From an optimization exercise on the open Yosys and OpenROAD flow, aimed at small area, a short achievable clock period and few clock cycles; shortcuts taken in it are not production practice. Power is estimated from default activity; no workload was simulated.

==> flow/design.v <==
module reuleaux(input logic clk, input logic rst_n, input logic [2:0] colour,
                input logic [7:0] centre_x, input logic [6:0] centre_y, input logic [7:0] diameter,
                input logic start, output logic done,
                output logic [7:0] vga_x, output logic [6:0] vga_y,
                output logic [2:0] vga_colour, output logic vga_plot);
function automatic logic [6:0] q1f(input logic [7:0] d);
    q1f[0] = 256'hf1e3c70c78f1e3c78e1c3870e1c3870e1c78f1e3c78f1e3c70e1c3870e1c3870 >> d;
    q1f[1] = 256'hfe03f8007f01fc07f01fc07f01fc07f01f80fe03f80fe03f80fe03f80fe03f80 >> d;
    q1f[2] = 256'hfffc00007ffe0007ffe0007ffe0007ffe000fffc000fffc000fffc000fffc000 >> d;
    q1f[3] = 256'h000000007ffffff80000007ffffff8000000fffffff0000000fffffff0000000 >> d;
    q1f[4] = 256'h000000007fffffffffffff80000000000000ffffffffffffff00000000000000 >> d;
    q1f[5] = 256'h000000007fffffffffffffffffffffffffff0000000000000000000000000000 >> d;
    q1f[6] = 256'h0000000f80000000000000000000000000000000000000000000000000000000 >> d;
endfunction
function automatic logic [6:0] q3f(input logic [7:0] d);
    q3f[0] = 256'h4c9b3669b366cd93264c9b366cd93264c9b24c9b366cd93264c9b366cd93264c >> d;
    q3f[1] = 256'h70e3c781c3870e1c3870e3c78f1e3c78f1c070e3c78f1e3c78f1c3870e1c3870 >> d;
    q3f[2] = 256'h7f03f801fc07f01fc07f03f80fe03f80fe007f03f80fe03f80fe03f80fe03f80 >> d;
    q3f[3] = 256'h7ffc0001fff8001fff8003fff0003fff00007ffc000fffc000fffc000fffc000 >> d;
    q3f[4] = 256'h80000001ffffffe0000003ffffffc00000007ffffff0000000fffffff0000000 >> d;
    q3f[5] = 256'h00000001fffffffffffffc000000000000007fffffffffffff00000000000000 >> d;
    q3f[6] = 256'h0000000e00000000000000000000000000038000000000000000000000000000 >> d;
endfunction
function automatic logic [8:0] add8(input logic [7:0] a, input logic [7:0] b, input logic cin);
    logic c;
    logic [8:0] s;
    c = cin;
    for (int i = 0; i < 8; i++) begin
        s[i] = a[i] ^ b[i] ^ c;
        c    = (a[i] & b[i]) | (a[i] & c) | (b[i] & c);
    end
    s[8] = c;
    add8 = s;
endfunction
function automatic logic [8:0] sub8(input logic [7:0] a, input logic [7:0] b);
    sub8 = add8(a, ~b, 1'b1);
endfunction
function automatic logic ge8(input logic [7:0] a, input logic [7:0] b);
    logic c;
    c = 1'b1;
    for (int i = 0; i < 8; i++) c = (a[i] & ~b[i]) | (a[i] & c) | (~b[i] & c);
    ge8 = c;
endfunction
function automatic logic ge_sum(input logic [8:0] a, input logic [8:0] b, input logic [8:0] c,
                                input logic cin);
    logic [8:0] t, k;
    logic cy;
    t  = a ^ b ^ c;
    k  = (a & b) | (a & c) | (b & c);
    cy = (t[0] & cin);
    for (int i = 1; i < 9; i++) cy = (t[i] & k[i-1]) | (t[i] & cy) | (k[i-1] & cy);
    ge_sum = k[8] | cy;
endfunction
function automatic logic lt160(input logic [7:0] x);
    lt160 = !(x[7] && (x[6] || x[5]));
endfunction
localparam logic [1:0] S_IDLE = 2'd0, S_SETUP = 2'd1, S_RUN = 2'd2, S_DONE = 2'd3;
logic [1:0] st;
logic [7:0] cx_r, d_r;
logic [6:0] cy_r;
logic [7:0] x1r, x2r;             
logic       f1, f2;               
logic [6:0] y1r, y3r;             
logic [6:0] h;
logic [8:0] x1w, x2w;
assign h   = d_r[7:1];
assign x1w = add8(cx_r, {1'b0, h}, 1'b0);
assign x2w = sub8(cx_r, {1'b0, h});
logic f1_now;
assign f1_now = x2w[8];
always_ff @(posedge clk) begin
    cx_r       <= centre_x;
    cy_r       <= centre_y;
    d_r        <= diameter;
    vga_colour <= colour;
    x1r        <= x1w[7:0];
    x2r        <= x2w[7:0];
    f1         <= x2w[8];
    f2         <= !x1w[8];
    y1r        <= cy_r + q1f(d_r);
    y3r        <= cy_r - q3f(d_r);
end
logic [7:0] ox;
logic [6:0] oy;
logic [8:0] crit;
logic       ph;                   
logic       swp;                  
logic       wfin;                 
logic       dec;                  
logic [6:0] noy;
logic [7:0] nox;
logic [8:0] ncrit;
logic       ndec, nstop, nswp;
always_comb begin
    logic [8:0] ca, cb;
    logic sa, sb;
    noy  = oy + 7'd1;
    ndec = !(crit[8] || crit == 9'd0);
    nox  = ndec ? ox - 8'd1 : ox;
    ca   = crit + {1'b0, oy, 1'b1};
    cb   = crit + {1'b0, oy, 1'b1} - {ox, 1'b0};
    ncrit = ndec ? cb : ca;
    sa   = ge8({1'b0, noy}, ox);
    sb   = (ox != 8'd0) && ge_sum({2'b0, noy}, 9'd1, {1'b1, ~ox}, 1'b1);    
    nstop = ndec ? sb : sa;
    nswp = swp | d_r[7] | ge_sum({2'b0, oy}, 9'd1, {2'b11, ~h}, 1'b1)     
               | ge_sum({2'b0, h}, 9'd1, {1'b1, ~ox}, 1'b1);               
end
logic [7:0] p, q;
assign p = ph ? {1'b0, oy} : ox;
assign q = ph ? ox : {1'b0, oy};
logic [5:0] ev;
always_comb begin
    logic [8:0] p9, q9, x1s, x2s, cxn, y1n, y3n;
    logic wa, wb, win, q_le_h;
    logic a1, a2, a3p, a3m, u, tp, tm;
    p9  = {1'b0, p};
    q9  = {1'b0, q};
    wa  = ge8(p, {1'b0, h}) & ge8({h, 1'b0}, p);
    wb  = ge_sum(p9, {1'b0, h, 1'b0}, 9'd256, 1'b0)                     
        & !ge_sum(p9, {2'b0, h}, 9'd255, 1'b0);                         
    q_le_h = ge8({1'b0, h}, q);
    x1s = {f2, x1r ^ {8{f2}}};
    a1  = f1 & (f2 ? wa : wb) & (f2 ^ !ge_sum(p9, x1s, f2 ? 9'd160 : 9'd352, 1'b0));
    x2s = {!f1, x2r ^ {8{!f1}}};
    a2  = f2 & (f1 ? wa : wb) & (!f1 ^ !ge_sum(p9, x2s, f1 ? 9'd352 : 9'd160, 1'b0));
    cxn = {1'b1, ~cx_r};
    a3p = f1 & f2 & q_le_h & !ge_sum(q9, {1'b0, cx_r}, 9'd352, 1'b0);
    a3m = f1 & f2 & q_le_h &  ge_sum(q9, cxn, 9'd160, 1'b0);
    y1n = {2'b11, ~y1r};
    y3n = {2'b11, ~y3r};
    u   = ge8({1'b0, y1r}, q) & ge_sum(q9, y1n, 9'd120, 1'b0);         
    tp  = ge_sum(p9, {2'b0, y3r}, y1n, 1'b1)                            
        & !ge_sum(p9, {2'b0, y3r}, 9'd392, 1'b0);                       
    tm  = !ge_sum(p9, {2'b0, y1r}, y3n, 1'b0)                           
        & ge_sum(p9, y3n, 9'd120, 1'b0);                                
    ev[0] = a1 & u;      
    ev[1] = a2 & u;      
    ev[2] = a3p & tp;    
    ev[3] = a3m & tp;    
    ev[4] = a3m & tm;    
    ev[5] = a3p & tm;    
end
logic [5:0] mask, pick, rem;
logic       mph, madv;            
assign pick = mask & (~mask + 6'd1);
assign rem  = mask & ~pick;
logic [7:0] pox, pp, pq;
logic [6:0] poy;
assign pox = ox + {7'd0, madv & dec};
assign poy = oy - {6'd0, madv};
assign pp  = mph ? {1'b0, poy} : pox;
assign pq  = mph ? pox : {1'b0, poy};
logic a12, selx1, xsub, sely3, ysub;
assign a12   = |pick[1:0];
assign selx1 = pick[0];
assign xsub  = (pick[0] & f2) | (pick[1] & !f1) | pick[3] | pick[4];
assign sely3 = ~a12;
assign ysub  = a12 | pick[4] | pick[5];
logic [7:0] px_c, px_o, py_o;
logic [6:0] py_c;
logic [8:0] pxs, pys;
always_comb begin
    px_c = selx1 ? x1r : pick[1] ? x2r : cx_r;
    px_o = a12 ? pp : pq;
    py_c = sely3 ? y3r : y1r;
    py_o = a12 ? pq : pp;
    pxs  = xsub ? sub8(px_c, px_o) : add8(px_c, px_o, 1'b0);
    pys  = ysub ? sub8({1'b0, py_c}, py_o) : add8({1'b0, py_c}, py_o, 1'b0);
end
logic load, adv;
assign load = (rem == 6'd0) && !wfin;
assign adv  = ph || !swp;
always_ff @(posedge clk) begin
    vga_x <= pxs[7:0];
    vga_y <= pys[6:0];
    if (!rst_n) begin
        st       <= S_IDLE;
        done     <= 1'b0;
        vga_plot <= 1'b0;
        mask     <= 6'd0;
        wfin     <= 1'b1;
    end else begin
        case (st)
        S_IDLE: begin
            vga_plot <= 1'b0;
            mask     <= 6'd0;
            wfin     <= 1'b1;
            if (start) st <= S_SETUP;
        end
        S_SETUP: begin
            if (!f1_now && !d_r[7]) begin
                st   <= S_DONE;
                done <= 1'b1;
            end else begin
                st   <= S_RUN;
                wfin <= 1'b0;
            end
        end
        S_RUN: begin
            vga_plot <= |mask;
            if (load) begin
                mask <= ev;
                if (adv) wfin <= nstop;
            end else begin
                mask <= rem;
            end
            if (wfin && mask == 6'd0) begin
                st   <= S_DONE;
                done <= 1'b1;
            end
        end
        S_DONE: begin
            vga_plot <= 1'b0;
            if (!start) begin
                st   <= S_IDLE;
                done <= 1'b0;
            end
        end
        endcase
    end
end
always_ff @(posedge clk) begin
    if (st == S_SETUP) begin
        ox   <= d_r;
        oy   <= 7'd0;
        crit <= 9'd1 - {1'b0, d_r};
        ph   <= 1'b0;
        swp  <= d_r[7] || d_r[7:1] == 7'd0;
    end else if (load) begin
        mph  <= ph;
        madv <= adv;
        if (adv) begin
            ox   <= nox;
            oy   <= noy;
            crit <= ncrit;
            dec  <= ndec;
            swp  <= nswp;
            ph   <= 1'b0;
        end else begin
            ph   <= 1'b1;
        end
    end
end
endmodule
export LEC_CHECK = 0
export CAP_MARGIN = 20
export CORE_MARGIN = 2
export CORE_UTILIZATION = 40
export SLEW_MARGIN = 20
create_clock -name core_clock -period 20.0 [get_ports {clk}]
run.sh (not shown) runs the stock make flow with config.mk's settings and CLKGATE_MAP_FILE= SYNTH_SCRIPT=/design/flow/synth_recipe.tcl, a recipe that flattens the netlist after the stock synthesis.
==> next run, changes <==
==> flow/flow/run.sh (new file) <==
#!/bin/bash
# The standard layout (the standard.sh: standard synthesis, then ORFS to
# finish), with one change: the buffers that ORFS puts on every input and
# output port are sky130_fd_sc_hd__buf_2 instead of the resizer's default pick.
set -euo pipefail
export BUFFER_PORTS_ARGS="-buffer_cell sky130_fd_sc_hd__buf_2"
bash standard.sh > standard.log 2>&1
==> flow/standard.sh (new file) <==
#!/bin/bash
# synth_recipe.tcl (not shown) runs the flow's synth.tcl, then flattens the netlist and writes it again
# the make line also repeats each setting of config.mk as NAME=value (left out here)
make -C /OpenROAD-flow-scripts/flow DESIGN_CONFIG=/design/flow/config.mk WORK_HOME=/design/flow/orfs CLKGATE_MAP_FILE= SYNTH_SCRIPT=/design/flow/synth_recipe.tcl "${@:-finish}"
Settings changed: ABC_AREA set to 1.
removed: flow/run.sh
Outcome: The new run finished with timing, DRC and antenna clean. Sequential power is about the same. Sequential share of layout area rises by 0.53 points. Clock power barely changes. Wire length is higher by about 7%. Setup slack gets better by 210 ps.
==> next run, changes <==
==> flow/run.sh (new file) <==
#!/bin/bash
# synth_recipe.tcl (not shown) runs the flow's synth.tcl, then flattens the netlist and writes it again
# the make line also repeats each setting of config.mk as NAME=value (left out here)
make -C /OpenROAD-flow-scripts/flow DESIGN_CONFIG=/design/flow/config.mk WORK_HOME=/design/flow/orfs CLKGATE_MAP_FILE= SYNTH_SCRIPT=/design/flow/synth_recipe.tcl finish
removed: flow/flow/run.sh
removed: flow/standard.sh
After rerunning: Combinational power hardly moves; setup slack loses 64 ps; clock power is lower by a few percent; maximum frequency is lower slightly; clock skew hardly moves; area after synthesis stays the same; global-route usage hardly moves; final area is higher slightly; routed wire length stays flat; critical path depth stays the same; via count is higher slightly.
No run of this note included a check of the RTL's function; only the layout flow was run.

[static timing again, ports no longer ideal]
Ports are ideal in the flow. The routed layouts listed here were re-timed in OpenROAD. Step 1 assumes that a clkbuf_16 drives the clock port and a buf_2 every other input. Step 2, shift: input delay + t, output delay - t, t = (earliest + latest rising clock arrival at the registers) / 2. This alone moves slack from input paths to output paths. Three values: no drivers, after step 1, after step 2; two values: the first two.
run | shift t [ns] | setup WS [ns] | worst hold slack (ns) | worst setup path at the end | worst data-port slew with drivers (ns)
the first run | 0.416 | 14.507 / 14.530 / 14.114 | 0.531 / 0.531 / 0.531 | input to register | 0.03
the second run | 0.435 | 14.716 / 14.716 / 14.716 | 0.444 / 0.444 / 0.444 | register to register | 0.04
the third run | 0.423 | 14.651 / 14.651 / 14.651 | 0.444 / 0.444 / 0.444 | register to register | 0.04
After both steps setup and hold are still met in every run listed. For the first run, which loses most, drivers alone change the setup slack by +0.023 ns; drivers and shift together by -0.393 ns.
